Background: an optimization exercise with open tools, aiming at a short achievable clock period and few clock cycles per item. Do not read the settings as production practice.
At most, simulation tests tie the RTL to the original design; equivalence was not proved.
No driver is modelled on the clock port, so clock power and skew are understated where the tree is cut down; a real chip needs a root buffer or a tree.
Power figures rest on the tool's default switching activity, not on a simulated workload.

==> flow/design.v (excerpt) <==
module uiFDMA#
(
parameter  integer         M_AXI_ID_WIDTH			= 3		    ,
parameter  integer         M_AXI_ID			        = 0		    ,
parameter  integer         M_AXI_ADDR_WIDTH			= 32		,
parameter  integer         M_AXI_DATA_WIDTH			= 128		,
parameter  integer		  M_AXI_MAX_BURST_LEN       = 64
)
(
input   wire [M_AXI_ADDR_WIDTH-1 : 0]      fdma_waddr          ,
input                                      fdma_wareq          ,
input   wire [15 : 0]                      fdma_wsize          ,
output                                     fdma_wbusy          ,
input   wire [M_AXI_DATA_WIDTH-1 :0]       fdma_wdata		   ,
output  wire                               fdma_wvalid         ,
input	wire                               fdma_wready		   ,
input   wire [M_AXI_ADDR_WIDTH-1 : 0]      fdma_raddr          ,
input                                      fdma_rareq          ,
input   wire [15 : 0]                      fdma_rsize          ,
output                                     fdma_rbusy          ,
output  wire [M_AXI_DATA_WIDTH-1 :0]       fdma_rdata		   ,
output  wire                               fdma_rvalid         ,
input	wire                               fdma_rready		   ,
input 	wire  								M_AXI_ACLK			,
input 	wire  								M_AXI_ARESETN		,
output 	wire [M_AXI_ID_WIDTH-1 : 0]		    M_AXI_AWID			,
output 	wire [M_AXI_ADDR_WIDTH-1 : 0] 	    M_AXI_AWADDR		,
output 	wire [7 : 0]						M_AXI_AWLEN			,
output 	wire [2 : 0] 						M_AXI_AWSIZE		,
output 	wire [1 : 0] 						M_AXI_AWBURST		,
output 	wire  								M_AXI_AWLOCK		,
output 	wire [3 : 0] 						M_AXI_AWCACHE		,
output 	wire [2 : 0] 						M_AXI_AWPROT		,
output 	wire [3 : 0] 						M_AXI_AWQOS			,
output 	wire  								M_AXI_AWVALID		,
input	wire  								M_AXI_AWREADY		,
output  wire [M_AXI_ID_WIDTH-1 : 0] 		M_AXI_WID			,
output  wire [M_AXI_DATA_WIDTH-1 : 0] 	    M_AXI_WDATA			,
output  wire [M_AXI_DATA_WIDTH/8-1 : 0] 	M_AXI_WSTRB			,
output  wire  								M_AXI_WLAST			,
output  wire  								M_AXI_WVALID		,
input   wire  								M_AXI_WREADY		,
input   wire [M_AXI_ID_WIDTH-1 : 0] 		M_AXI_BID			,
input   wire [1 : 0] 						M_AXI_BRESP			,
input   wire  								M_AXI_BVALID		,
output  wire  								M_AXI_BREADY		,
output  wire [M_AXI_ID_WIDTH-1 : 0] 		M_AXI_ARID			,
output  wire [M_AXI_ADDR_WIDTH-1 : 0] 	    M_AXI_ARADDR		,
output  wire [7 : 0] 						M_AXI_ARLEN			,
output  wire [2 : 0] 						M_AXI_ARSIZE		,
output  wire [1 : 0] 						M_AXI_ARBURST		,
output  wire  								M_AXI_ARLOCK		,
output  wire [3 : 0] 						M_AXI_ARCACHE		,
output  wire [2 : 0] 						M_AXI_ARPROT		,
output  wire [3 : 0] 						M_AXI_ARQOS			,
output  wire  								M_AXI_ARVALID		,
input   wire  								M_AXI_ARREADY		,
input   wire [M_AXI_ID_WIDTH-1 : 0] 		M_AXI_RID			,
input   wire [M_AXI_DATA_WIDTH-1 : 0] 	    M_AXI_RDATA			,
input   wire [1 : 0] 						M_AXI_RRESP			,
input   wire  								M_AXI_RLAST			,
input   wire  								M_AXI_RVALID		,
output  wire  								M_AXI_RREADY
	);
Size: roughly 3700 cells after synthesis, ~1300 flip-flops, ~780 I/O pins, ~0.045 mm^2 of cells after synthesis.
export LEC_CHECK = 0
export ABC_CLOCK_PERIOD_IN_PS = 1500
export CAP_MARGIN = 20
export CORE_AREA = 10 10 290 290
export DIE_AREA = 0 0 300 300
export SETUP_SLACK_MARGIN = 1.6
export SLEW_MARGIN = 20
create_clock -name core_clock -period 3.3 [get_ports {M_AXI_ACLK}]
standard.sh (not shown) runs the stock make flow with config.mk's settings and CLKGATE_MAP_FILE= SYNTH_SCRIPT=/design/flow/synth_recipe.tcl, a recipe that flattens the netlist after the stock synthesis.
==> flow/flow/run.sh <==
#!/bin/bash
# The standard ORFS layout (the standard.sh) with these changes to how the
# layout is made:
#  - buffer_ports inserts plain buf_4 port buffers instead of the library's
#    smallest buffer (a delay cell);
#  - flow/io.tcl (ORFS's PRE_IO_PLACEMENT_TCL hook) asks the pin placer to keep
#    the pins of each port-to-port path next to each other;
#  - the clock tree is built by flow/my_cts.tcl (ORFS's PRE_CTS_TCL hook, it
#    stands in for TritonCTS): a balanced two-stage tree of clkbuf_16
#    buffers, MY_CTS_ROOTS roots fed by the clock port, each driving leaf
#    buffers that serve compact groups of at most MY_CTS_LEAF flip-flops;
#  - after the last timing repair, flow/fanout_fix.tcl (ORFS's
#    POST_GLOBAL_ROUTE_TCL hook) connects the gate of each port-to-port path
#    straight to its input port's buffer and reroutes those pins.
# Everything else (synthesis, floorplan, power grid, placement, timing repair,
# routing) is the standard flow. The make log goes to standard_flow.log and
# each ORFS step keeps its own log under orfs/logs.
set -euo pipefail
here=$(pwd)
export PRE_IO_PLACEMENT_TCL="$here/flow/io.tcl"
export PRE_CTS_TCL="$here/flow/my_cts.tcl"
export POST_GLOBAL_ROUTE_TCL="$here/flow/fanout_fix.tcl"
export MY_CTS_LEAF=24
export MY_CTS_ROOTS=4
bash standard.sh "BUFFER_PORTS_ARGS=-buffer_cell sky130_fd_sc_hd__buf_4" \
    "PRE_IO_PLACEMENT_TCL=$here/flow/io.tcl" "PRE_CTS_TCL=$here/flow/my_cts.tcl" \
    "POST_GLOBAL_ROUTE_TCL=$here/flow/fanout_fix.tcl" \
    finish > standard_flow.log 2>&1
Other scripts of this flow, unchanged in this note and not shown: flow/flow/fanout_fix.tcl, flow/flow/io.tcl, flow/flow/my_cts.tcl
Testbench counts at the start, summed over its fixed seeds: cycles 60,532, beats 98,576.
Edit:
--- a/flow/design.v
+++ b/flow/design.v
@@ -272,34 +272,35 @@
     .valid(M_AXI_ARVALID), .addr(M_AXI_ARADDR), .len(M_AXI_ARLEN));
 reg          rh_v;                
 reg          rh_e;                
 reg          rs_e;                
 reg          r_full;              
 reg  [127:0] rh_i;
 reg  [127:0] rh_d;                
 reg  [127:0] rs_i;                
 wire         rready = ~(r_full & ~fdma_rready);
 wire         r_hs = M_AXI_RVALID & (rs_e | fdma_rready);    
 wire         dlv = fdma_rready & rh_v;
+wire         rh_ld = ~rh_v | fdma_rready;           
 wire [127:0] rh_nx = rs_e ? M_AXI_RDATA : rs_i;
 wire         d_one, d_nz;
 assign M_AXI_RREADY = rready;
 assign fdma_rvalid  = ~(rh_e | ~fdma_rready);
 assign fdma_rdata   = rh_d;
 uiFDMA_dcnt d_cnt (
     .clk(clk), .rstn(rstn), .load(rstart), .val(fdma_rsize), .dec(dlv),
     .one(d_one), .nz(d_nz));
-wire rh_v_nx = rstn & (fdma_rready ? (~rs_e | r_hs) : rh_v);
-wire rs_v_nx = rstn & (fdma_rready ? (~rs_e & r_hs) : (~rs_e | r_hs));
+wire r_c1 = (~rs_e & dlv & ~r_hs) | (rh_v & rs_e & (r_hs ~^ dlv)) | (~rh_v & r_hs);
+wire r_c2 = (~rs_e & (r_hs | ~dlv)) | (rh_v & rs_e & r_hs & ~dlv);
 always @(posedge clk) begin
     rbusy <= rstn & (rstart | (~ridle & ~(dlv & d_one)));
     ridle <= ~(rstn & (rstart | (~ridle & ~(dlv & d_one))));
-    rh_v  <= rh_v_nx;
-    rh_e  <= ~rh_v_nx;
-    rs_e  <= ~rs_v_nx;
-    r_full <= rs_v_nx;
+    rh_v  <= rstn & (r_c1 | r_c2);
+    rh_e  <= ~(rstn & (r_c1 | r_c2));
+    rs_e  <= ~(rstn & r_c2);
+    r_full <= rstn & r_c2;
     if (!rstn) rh_i <= 128'd0;
-    else if (fdma_rready) rh_i <= rh_nx;
-    rh_d <= fdma_rready ? rh_nx : rh_i;
-    if (rs_e | fdma_rready) rs_i <= M_AXI_RDATA;
+    else if (rh_ld) rh_i <= rh_nx;
+    rh_d <= rh_ld ? rh_nx : rh_i;
+    if (rs_e | rh_ld) rs_i <= M_AXI_RDATA;
 end
 endmodule
Wire length grows by 17%.
Final cell count grows by about 3%.
Clock power grows by about 2%.
Total power grows by 5.6%.
Critical path depth grows by 7.
Worst hold slack stays flat.
Sequential power is about the same.
Fmax shrinks by 1.7%.
First-iteration DRC count grows by about 35%.
Synthesized cell count is about the same.
Global-route usage grows by 4.3 points.
Utilization grows by 4.9 points.
Cell area grows by about 7%.
Sequential cell count is unchanged.
Function not checked in the second run of this note: the RTL went through the layout flow alone. No run of this note takes its clock network from TritonCTS; it comes from the design's own scripts or RTL.

---

Another version of the RTL of uiFDMA (not shown whole).
For scale: about 41000 µm² of cells after synthesis.
clock: 3.3 ns
lec_check: 0
abc_clock_period_in_ps: 1700
cap_margin: 20
core_area: 10 10 270 270
die_area: 0 0 280 280
setup_slack_margin: 1.6
slew_margin: 20
==> flow/flow/run.sh <==
#!/bin/bash
# The standard ORFS layout (the standard.sh), with the port buffers that
# buffer_ports inserts made plain buf_4 cells instead of the library's
# smallest buffer (a delay cell), so that the paths through them start fast.
set -euo pipefail
bash standard.sh "BUFFER_PORTS_ARGS=-buffer_cell sky130_fd_sc_hd__buf_4" finish > standard_flow.log 2>&1
The starting point passed the timing, design-rule and antenna checks.
Rerun with:
--- a/flow/design.v
+++ b/flow/design.v
@@ -5,31 +5,34 @@
     input  wire        start,
     input  wire [31:0] start_addr,
     input  wire [15:0] start_size,
     input  wire        ready,
     output reg         valid,
     output reg  [31:0] addr,
     output reg  [7:0]  len
 );
     reg  [31:0] a_q;        
+    reg  [21:0] a_inc;      
     reg  [9:0]  nfull;      
+    reg  [9:0]  nf_m1;      
     reg         nf_nz;      
     reg         part;       
     reg         full_q;     
     reg  [5:0]  lm1;        
     reg  [1:0]  seq;        
     reg         idle;       
     wire [5:0]  s_lm1  = start_size[5:0] - 6'd1;
     wire        s_full = |start_size[15:6];
     wire        seq1   = (seq == 2'd1);
     wire        seq3   = (seq == 2'd3);
-    wire [21:0] a_inc  = a_q[31:10] + 22'd1;
     always @(posedge clk) begin
+        a_inc <= a_q[31:10] + 22'd1;
+        nf_m1 <= nfull - 10'd1;
         nf_nz <= |nfull;
         if (!rstn) begin
             a_q    <= 32'd0;
             nfull  <= 10'd0;
             part   <= 1'b0;
             full_q <= 1'b0;
             lm1    <= 6'd0;
             seq    <= 2'd0;
         end else if (start) begin
@@ -39,66 +42,56 @@
             full_q <= s_full;
             lm1    <= s_lm1;
             seq    <= 2'd0;
         end else if (~idle & ready) begin
             seq    <= 2'd1;
         end else if (seq != 2'd0) begin
             seq    <= seq + 2'd1;
             if (seq1) begin
                 a_q[31:10] <= a_inc;
-                if (nf_nz) nfull <= nfull - 10'd1;
+                if (nf_nz) nfull <= nf_m1;
                 else part <= 1'b0;
             end
             if (seq3) full_q <= nf_nz;
         end
         valid <= rstn & (start | (~idle & ~ready) | (seq3 & (nf_nz | part)));
         idle  <= ~(rstn & (start | (~idle & ~ready) | (seq3 & (nf_nz | part))));
         addr  <= start ? start_addr : {(seq1 ? a_inc : a_q[31:10]), a_q[9:0]};
         len   <= {2'b00, start ? (s_lm1 | {6{s_full}}) : (lm1 | {6{seq3 ? nf_nz : full_q}})};
     end
 endmodule
 module uiFDMA_dcnt (
     input  wire        clk,
     input  wire        rstn,
     input  wire        load,
     input  wire [15:0] val,
     input  wire        dec,
-    output reg         one,      
-    output reg         nz        
+    output wire        one,      
+    output wire        nz        
 );
     reg  [5:0] lo;
     reg  [9:0] hi;
-    reg        hi_z;             
-    reg        hi_1;             
-    wire       wrap = (lo == 6'd0);
+    reg  [9:0] hi_m1;
+    wire       hi_z = (hi == 10'd0);
+    assign one = hi_z & (lo == 6'd1);
+    assign nz  = ~hi_z | (lo != 6'd0);
     always @(posedge clk) begin
         if (!rstn) begin
-            lo   <= 6'd0;
-            hi   <= 10'd0;
-            hi_z <= 1'b1;
-            one  <= 1'b0;
-            nz   <= 1'b0;
+            lo <= 6'd0;
+            hi <= 10'd0;
         end else if (load) begin
-            lo   <= val[5:0];
-            hi   <= val[15:6];
-            hi_z <= (val[15:6] == 10'd0);
-            one  <= (val == 16'd1);
-            nz   <= (val != 16'd0);
+            lo <= val[5:0];
+            hi <= val[15:6];
         end else if (dec) begin
-            lo   <= lo - 6'd1;
-            if (wrap) begin
-                hi   <= hi - 10'd1;
-                hi_z <= hi_1;
-            end
-            one  <= hi_z & (lo == 6'd2);
-            nz   <= ~one;
+            lo <= lo - 6'd1;
+            if (lo == 6'd0) hi <= hi_m1;
         end
-        hi_1 <= load ? (val[15:6] == 10'd1) : (hi == 10'd1);
+        hi_m1 <= load ? val[15:6] - 10'd1 : hi - 10'd1;
     end
 endmodule
 module uiFDMA#
 (
 parameter  integer         M_AXI_ID_WIDTH			= 3		    ,
 parameter  integer         M_AXI_ID			        = 0		    ,
 parameter  integer         M_AXI_ADDR_WIDTH			= 32		,
 parameter  integer         M_AXI_DATA_WIDTH			= 128		,
 parameter  integer		  M_AXI_MAX_BURST_LEN       = 64
@@ -187,20 +180,19 @@
     .start_size(fdma_wsize), .ready(M_AXI_AWREADY),
     .valid(M_AXI_AWVALID), .addr(M_AXI_AWADDR), .len(M_AXI_AWLEN));
 reg         w_more;              
 reg         w_take0;             
 reg         w_take0_n;           
 reg  [5:0]  u_idx;
 wire        u_one, u_nz;
 assign fdma_wvalid = ~(w_take0_n | ~fdma_wready);
 wire tk   = fdma_wready & w_take0;
-reg  u_i63;                        
-wire u_lb = u_one | u_i63;
+wire u_lb = u_one | (u_idx == 6'd63);
 uiFDMA_dcnt u_cnt (
     .clk(clk), .rstn(rstn), .load(wstart), .val(fdma_wsize), .dec(tk),
     .one(u_one), .nz(u_nz));
 reg          wh_v;                
 reg          wh_e;                
 reg          w1_v, w2_v;          
 reg  [129:0] wh_i;                
 reg  [128:0] wh_d;                
 reg  [129:0] w1_i, w2_i;          
@@ -233,19 +225,18 @@
     w2_v    <= rstn & w_c3;
     if (!rstn) wh_i <= 130'd0;
     else if (wh_ld) wh_i <= wh_nx;
     wh_d <= wh_ld ? wh_nx[128:0] : wh_i[128:0];
     if (wh_ld) w1_i <= w2_v ? w2_i : w_new;
     else if (~w1_v) w1_i <= w_new;
     if (wh_ld | ~w2_v) w2_i <= w_new;
     if (wstart) u_idx <= 6'd0;
     else if (tk) u_idx <= u_idx + 6'd1;
-    u_i63 <= ~wstart & (tk ? (u_idx == 6'd62) : u_i63);
 end
 reg  rbusy;                       
 reg  ridle;                       
 wire rstart = fdma_rareq & ridle;
 assign fdma_rbusy = rbusy;
 uiFDMA_bgen ar_gen (
     .clk(clk), .rstn(rstn), .start(rstart), .start_addr(fdma_raddr),
     .start_size(fdma_rsize), .ready(M_AXI_ARREADY),
     .valid(M_AXI_ARVALID), .addr(M_AXI_ARADDR), .len(M_AXI_ARLEN));
Outcome:
- The changed run passed the timing, design-rule and antenna checks
- first-iteration DRC count grows by 14%
- routed wire length shrinks by 1.0%
- synthesized cell count grows by 5.2%
- sequential share of layout area grows by 1.8 points
- setup slack gets worse by 0.010 ns
- combinational power grows by 8.3%
- sequential power grows by about 7%
- via count grows by 2.9%
- non-clock buffer count shrinks by 35
- critical path depth shrinks by 2
- final area grows by 2.1%
- hold slack gets worse by 0.013 ns
- die area stays the same
- final cell count grows by 3.1%
No functional check of the RTL was part of any run of this note.

---

The RTL this note starts from:
==> flow/design.v <==
`timescale 1ns / 1ns
module uiFDMA_bgen (
    input  wire        clk,
    input  wire        rstn,
    input  wire        start,
    input  wire [31:0] start_addr,
    input  wire [15:0] start_size,
    input  wire        ready,
    output reg         valid,
    output reg  [31:0] addr,
    output reg  [7:0]  len
);
    reg  [31:0] a_q;        
    reg  [21:0] a_inc;      
    reg  [9:0]  nfull;      
    reg  [9:0]  nf_m1;      
    reg         nf_nz;      
    reg         part;       
    reg         full_q;     
    reg  [5:0]  lm1;        
    reg  [1:0]  seq;        
    reg         idle;       
    wire [5:0]  s_lm1  = start_size[5:0] - 6'd1;
    wire        s_full = |start_size[15:6];
    wire        seq1   = (seq == 2'd1);
    wire        seq3   = (seq == 2'd3);
    always @(posedge clk) begin
        a_inc <= a_q[31:10] + 22'd1;
        nf_m1 <= nfull - 10'd1;
        nf_nz <= |nfull;
        if (!rstn) begin
            a_q    <= 32'd0;
            nfull  <= 10'd0;
            part   <= 1'b0;
            full_q <= 1'b0;
            lm1    <= 6'd0;
            seq    <= 2'd0;
        end else if (start) begin
            a_q    <= start_addr;
            nfull  <= start_size[15:6];
            part   <= |start_size[5:0];
            full_q <= s_full;
            lm1    <= s_lm1;
            seq    <= 2'd0;
        end else if (~idle & ready) begin
            seq    <= 2'd1;
        end else if (seq != 2'd0) begin
            seq    <= seq + 2'd1;
            if (seq1) begin
                a_q[31:10] <= a_inc;
                if (nf_nz) nfull <= nf_m1;
                else part <= 1'b0;
            end
            if (seq3) full_q <= nf_nz;
        end
        valid <= rstn & (start | (~idle & ~ready) | (seq3 & (nf_nz | part)));
        idle  <= ~(rstn & (start | (~idle & ~ready) | (seq3 & (nf_nz | part))));
        addr  <= start ? start_addr : {(seq1 ? a_inc : a_q[31:10]), a_q[9:0]};
        len   <= {2'b00, start ? (s_lm1 | {6{s_full}}) : (lm1 | {6{seq3 ? nf_nz : full_q}})};
    end
endmodule
module uiFDMA_dcnt (
    input  wire        clk,
    input  wire        rstn,
    input  wire        load,
    input  wire [15:0] val,
    input  wire        dec,
    output wire        one,      
    output wire        nz        
);
    reg  [5:0] lo;
    reg  [9:0] hi;
    reg  [9:0] hi_m1;
    wire       hi_z = (hi == 10'd0);
    assign one = hi_z & (lo == 6'd1);
    assign nz  = ~hi_z | (lo != 6'd0);
    always @(posedge clk) begin
        if (!rstn) begin
            lo <= 6'd0;
            hi <= 10'd0;
        end else if (load) begin
            lo <= val[5:0];
            hi <= val[15:6];
        end else if (dec) begin
            lo <= lo - 6'd1;
            if (lo == 6'd0) hi <= hi_m1;
        end
        hi_m1 <= load ? val[15:6] - 10'd1 : hi - 10'd1;
    end
endmodule
module uiFDMA#
(
parameter  integer         M_AXI_ID_WIDTH			= 3		    ,
parameter  integer         M_AXI_ID			        = 0		    ,
parameter  integer         M_AXI_ADDR_WIDTH			= 32		,
parameter  integer         M_AXI_DATA_WIDTH			= 128		,
parameter  integer		  M_AXI_MAX_BURST_LEN       = 64
)
(
input   wire [M_AXI_ADDR_WIDTH-1 : 0]      fdma_waddr          ,
input                                      fdma_wareq          ,
input   wire [15 : 0]                      fdma_wsize          ,
output                                     fdma_wbusy          ,
input   wire [M_AXI_DATA_WIDTH-1 :0]       fdma_wdata		   ,
output  wire                               fdma_wvalid         ,
input	wire                               fdma_wready		   ,
input   wire [M_AXI_ADDR_WIDTH-1 : 0]      fdma_raddr          ,
input                                      fdma_rareq          ,
input   wire [15 : 0]                      fdma_rsize          ,
output                                     fdma_rbusy          ,
output  wire [M_AXI_DATA_WIDTH-1 :0]       fdma_rdata		   ,
output  wire                               fdma_rvalid         ,
input	wire                               fdma_rready		   ,
input 	wire  								M_AXI_ACLK			,
input 	wire  								M_AXI_ARESETN		,
output 	wire [M_AXI_ID_WIDTH-1 : 0]		    M_AXI_AWID			,
output 	wire [M_AXI_ADDR_WIDTH-1 : 0] 	    M_AXI_AWADDR		,
output 	wire [7 : 0]						M_AXI_AWLEN			,
output 	wire [2 : 0] 						M_AXI_AWSIZE		,
output 	wire [1 : 0] 						M_AXI_AWBURST		,
output 	wire  								M_AXI_AWLOCK		,
output 	wire [3 : 0] 						M_AXI_AWCACHE		,
output 	wire [2 : 0] 						M_AXI_AWPROT		,
output 	wire [3 : 0] 						M_AXI_AWQOS			,
output 	wire  								M_AXI_AWVALID		,
input	wire  								M_AXI_AWREADY		,
output  wire [M_AXI_ID_WIDTH-1 : 0] 		M_AXI_WID			,
output  wire [M_AXI_DATA_WIDTH-1 : 0] 	    M_AXI_WDATA			,
output  wire [M_AXI_DATA_WIDTH/8-1 : 0] 	M_AXI_WSTRB			,
output  wire  								M_AXI_WLAST			,
output  wire  								M_AXI_WVALID		,
input   wire  								M_AXI_WREADY		,
input   wire [M_AXI_ID_WIDTH-1 : 0] 		M_AXI_BID			,
input   wire [1 : 0] 						M_AXI_BRESP			,
input   wire  								M_AXI_BVALID		,
output  wire  								M_AXI_BREADY		,
output  wire [M_AXI_ID_WIDTH-1 : 0] 		M_AXI_ARID			,
output  wire [M_AXI_ADDR_WIDTH-1 : 0] 	    M_AXI_ARADDR		,
output  wire [7 : 0] 						M_AXI_ARLEN			,
output  wire [2 : 0] 						M_AXI_ARSIZE		,
output  wire [1 : 0] 						M_AXI_ARBURST		,
output  wire  								M_AXI_ARLOCK		,
output  wire [3 : 0] 						M_AXI_ARCACHE		,
output  wire [2 : 0] 						M_AXI_ARPROT		,
output  wire [3 : 0] 						M_AXI_ARQOS			,
output  wire  								M_AXI_ARVALID		,
input   wire  								M_AXI_ARREADY		,
input   wire [M_AXI_ID_WIDTH-1 : 0] 		M_AXI_RID			,
input   wire [M_AXI_DATA_WIDTH-1 : 0] 	    M_AXI_RDATA			,
input   wire [1 : 0] 						M_AXI_RRESP			,
input   wire  								M_AXI_RLAST			,
input   wire  								M_AXI_RVALID		,
output  wire  								M_AXI_RREADY
	);
wire clk  = M_AXI_ACLK;
wire rstn = M_AXI_ARESETN;
assign M_AXI_AWID    = M_AXI_ID;
assign M_AXI_AWSIZE  = 3'd4;
assign M_AXI_AWBURST = 2'b01;
assign M_AXI_AWLOCK  = 1'b0;
assign M_AXI_AWCACHE = 4'b0010;
assign M_AXI_AWPROT  = 3'h0;
assign M_AXI_AWQOS   = 4'h0;
assign M_AXI_WID     = M_AXI_ID;
assign M_AXI_WSTRB   = {(M_AXI_DATA_WIDTH/8){1'b1}};
assign M_AXI_BREADY  = 1'b1;
assign M_AXI_ARID    = M_AXI_ID;
assign M_AXI_ARSIZE  = 3'd4;
assign M_AXI_ARBURST = 2'b01;
assign M_AXI_ARLOCK  = 1'b0;
assign M_AXI_ARCACHE = 4'b0010;
assign M_AXI_ARPROT  = 3'h0;
assign M_AXI_ARQOS   = 4'h0;
reg  wbusy;                       
reg  widle;                       
wire wstart = fdma_wareq & widle;
assign fdma_wbusy = wbusy;
uiFDMA_bgen aw_gen (
    .clk(clk), .rstn(rstn), .start(wstart), .start_addr(fdma_waddr),
    .start_size(fdma_wsize), .ready(M_AXI_AWREADY),
    .valid(M_AXI_AWVALID), .addr(M_AXI_AWADDR), .len(M_AXI_AWLEN));
reg         w_more;              
reg         w_take0;             
reg         w_take0_n;           
reg  [5:0]  u_idx;
wire        u_one, u_nz;
assign fdma_wvalid = fdma_wready & w_take0;
wire tk   = fdma_wready & ~w_take0_n;
wire u_lb = u_one | (u_idx == 6'd63);
uiFDMA_dcnt u_cnt (
    .clk(clk), .rstn(rstn), .load(wstart), .val(fdma_wsize), .dec(tk),
    .one(u_one), .nz(u_nz));
reg          wh_v;                
reg          wh_e;                
reg          ws_v;                
reg  [129:0] wh_i;                
reg  [128:0] wh_d;                
reg  [129:0] ws_i;                
wire         w_hs = ~wh_e & M_AXI_WREADY;
wire [129:0] w_new = {u_one, u_lb, fdma_wdata};
wire         wh_ld = wh_e | M_AXI_WREADY;           
wire [129:0] wh_nx = ws_v ? ws_i : w_new;
assign M_AXI_WVALID = wh_v;
assign M_AXI_WLAST  = wh_d[128];
assign M_AXI_WDATA  = wh_d[127:0];
wire w_c1 = (ws_v & w_hs & ~tk) | (~wh_e & ~ws_v & (tk ~^ w_hs)) | (wh_e & tk);
wire w_c2 = (ws_v & (tk | ~w_hs)) | (~wh_e & ~ws_v & tk & ~w_hs);
wire w_more_nx = rstn & (wstart | (tk ? ~u_one : u_nz));
always @(posedge clk) begin
    wbusy   <= rstn & (wstart | (~widle & ~(w_hs & wh_i[129])));
    widle   <= ~(rstn & (wstart | (~widle & ~(w_hs & wh_i[129]))));
    w_more  <= w_more_nx;
    w_take0 <= w_more_nx & ~(rstn & w_c2);
    w_take0_n <= ~(w_more_nx & ~(rstn & w_c2));
    wh_v    <= rstn & (w_c1 | w_c2);
    wh_e    <= ~(rstn & (w_c1 | w_c2));
    ws_v    <= rstn & w_c2;
    if (!rstn) wh_i <= 130'd0;
    else if (wh_ld) wh_i <= wh_nx;
    wh_d <= wh_ld ? wh_nx[128:0] : wh_i[128:0];
    if (~ws_v | wh_ld) ws_i <= w_new;
    if (wstart) u_idx <= 6'd0;
    else if (tk) u_idx <= u_idx + 6'd1;
end
reg  rbusy;                       
reg  ridle;                       
wire rstart = fdma_rareq & ridle;
assign fdma_rbusy = rbusy;
uiFDMA_bgen ar_gen (
    .clk(clk), .rstn(rstn), .start(rstart), .start_addr(fdma_raddr),
    .start_size(fdma_rsize), .ready(M_AXI_ARREADY),
    .valid(M_AXI_ARVALID), .addr(M_AXI_ARADDR), .len(M_AXI_ARLEN));
reg          rh_v;                
reg          rh_e;                
reg          rs_v;                
reg          r_nf;                
reg  [127:0] rh_i;
reg  [127:0] rh_d;                
reg  [127:0] rs_i;                
wire         rready = r_nf | fdma_rready;
wire         r_hs = M_AXI_RVALID & rready;
wire         dlv = fdma_rready & ~rh_e;
wire         rh_ld = rh_e | fdma_rready;            
wire [127:0] rh_nx = rs_v ? rs_i : M_AXI_RDATA;
wire         d_one, d_nz;
assign M_AXI_RREADY = rready;
assign fdma_rvalid  = fdma_rready & rh_v;
assign fdma_rdata   = rh_d;
uiFDMA_dcnt d_cnt (
    .clk(clk), .rstn(rstn), .load(rstart), .val(fdma_rsize), .dec(dlv),
    .one(d_one), .nz(d_nz));
wire r_c1 = (rs_v & dlv & ~r_hs) | (~rh_e & ~rs_v & (r_hs ~^ dlv)) | (rh_e & r_hs);
wire r_c2 = (rs_v & (r_hs | ~dlv)) | (~rh_e & ~rs_v & r_hs & ~dlv);
always @(posedge clk) begin
    rbusy <= rstn & (rstart | (~ridle & ~(dlv & d_one)));
    ridle <= ~(rstn & (rstart | (~ridle & ~(dlv & d_one))));
    rh_v  <= rstn & (r_c1 | r_c2);
    rh_e  <= ~(rstn & (r_c1 | r_c2));
    rs_v  <= rstn & r_c2;
    r_nf  <= ~(rstn & r_c2);
    if (!rstn) rh_i <= 128'd0;
    else if (rh_ld) rh_i <= rh_nx;
    rh_d <= rh_ld ? rh_nx : rh_i;
    if (~rs_v | rh_ld) rs_i <= M_AXI_RDATA;
end
endmodule
clock: 3.3 ns
lec_check: 0
abc_clock_period_in_ps: 1700
cap_margin: 20
core_area: 10 10 270 270
die_area: 0 0 280 280
setup_slack_margin: 1.6
slew_margin: 20
run.sh (not shown) runs the stock make flow with config.mk's settings and CLKGATE_MAP_FILE= SYNTH_SCRIPT=/design/flow/synth_recipe.tcl, a recipe that flattens the netlist after the stock synthesis.
Stock flow here: none of the scripts above is used.
==> next run, changes <==
--- a/flow/design.v
+++ b/flow/design.v
@@ -182,9 +182,8 @@
 reg         w_more;              
 reg         w_take0;             
-reg         w_take0_n;           
 reg  [5:0]  u_idx;
 wire        u_one, u_nz;
 assign fdma_wvalid = fdma_wready & w_take0;
-wire tk   = fdma_wready & ~w_take0_n;
+wire tk   = fdma_wready & w_take0;
 wire u_lb = u_one | (u_idx == 6'd63);
 uiFDMA_dcnt u_cnt (
@@ -212,5 +211,4 @@
     w_more  <= w_more_nx;
     w_take0 <= w_more_nx & ~(rstn & w_c2);
-    w_take0_n <= ~(w_more_nx & ~(rstn & w_c2));
     wh_v    <= rstn & (w_c1 | w_c2);
     wh_e    <= ~(rstn & (w_c1 | w_c2));
@@ -232,5 +230,4 @@
     .valid(M_AXI_ARVALID), .addr(M_AXI_ARADDR), .len(M_AXI_ARLEN));
 reg          rh_v;                
-reg          rh_e;                
 reg          rs_v;                
 reg          r_nf;                
@@ -240,6 +237,6 @@
 wire         rready = r_nf | fdma_rready;
 wire         r_hs = M_AXI_RVALID & rready;
-wire         dlv = fdma_rready & ~rh_e;
-wire         rh_ld = rh_e | fdma_rready;            
+wire         dlv = fdma_rready & rh_v;
+wire         rh_ld = ~rh_v | fdma_rready;           
 wire [127:0] rh_nx = rs_v ? rs_i : M_AXI_RDATA;
 wire         d_one, d_nz;
@@ -250,11 +247,10 @@
     .clk(clk), .rstn(rstn), .load(rstart), .val(fdma_rsize), .dec(dlv),
     .one(d_one), .nz(d_nz));
-wire r_c1 = (rs_v & dlv & ~r_hs) | (~rh_e & ~rs_v & (r_hs ~^ dlv)) | (rh_e & r_hs);
-wire r_c2 = (rs_v & (r_hs | ~dlv)) | (~rh_e & ~rs_v & r_hs & ~dlv);
+wire r_c1 = (rs_v & dlv & ~r_hs) | (rh_v & ~rs_v & (r_hs ~^ dlv)) | (~rh_v & r_hs);
+wire r_c2 = (rs_v & (r_hs | ~dlv)) | (rh_v & ~rs_v & r_hs & ~dlv);
 always @(posedge clk) begin
     rbusy <= rstn & (rstart | (~ridle & ~(dlv & d_one)));
     ridle <= ~(rstn & (rstart | (~ridle & ~(dlv & d_one))));
     rh_v  <= rstn & (r_c1 | r_c2);
-    rh_e  <= ~(rstn & (r_c1 | r_c2));
     rs_v  <= rstn & r_c2;
     r_nf  <= ~(rstn & r_c2);
Global-route usage went up by 0.13 points.
Combinational power rose by about 3%.
Total power increases by 0.59%.
Final cell count hardly moves.
Die area is unchanged.
Design area barely changes.
Worst hold slack is better by 0.070 ns.
Sequential power barely changes.
Sequential cell count fell by 2.
Worst setup slack is better by 0.017 ns.
No functional check of the RTL was part of any run of this note.

-- static timing again, ports no longer ideal --
Ports are ideal in the flow. The routed layouts listed here were re-timed in OpenROAD. Step 1 (the two cells are an assumption about what drives the block):
set clk [get_ports {M_AXI_ACLK}]
set_driving_cell -lib_cell sky130_fd_sc_hd__clkbuf_16 $clk
set_driving_cell -lib_cell sky130_fd_sc_hd__buf_2 [delete_from_list [all_inputs] $clk]
Step 2, shift: input delay + t, output delay - t, t = (earliest + latest rising clock arrival at the registers) / 2. This alone moves slack from input paths to output paths. a / b / c = ideal / step 1 / step 2; a / b = the first two.
| run | shift t [ns] | setup slack, ns | worst setup path at the end | worst register clock-pin slew, ns | cell pins on the clock port's net |
|---|---|---|---|---|---|
| the first run of note 1 | 0.594 | 1.588 / 1.471 / 1.204 | input to register | 0.10 / 0.10 | 4 |
| the second run of note 1 | 0.607 | 1.559 / 1.456 / 1.059 | input to register | 0.11 / 0.11 | 4 |
| the first run of note 2 | 0.717 | 1.382 / 1.341 / 1.017 | input to register | 0.07 / 0.07 | 1 |
| the second run of note 2 | 0.741 | 1.372 / 1.330 / 0.875 | input to register | 0.07 / 0.07 | 1 |
| the first run of note 3 | 0.722 | 1.317 / 1.247 / 0.844 | input to register | 0.07 / 0.07 | 1 |
| the second run of note 3 | 0.714 | 1.334 / 1.267 / 0.864 | input to register | 0.07 / 0.07 | 1 |
After both steps setup and hold are still met in every run listed. For the second run of note 1, which loses most, drivers alone change the setup slack by -0.103 ns; drivers and shift together by -0.500 ns.
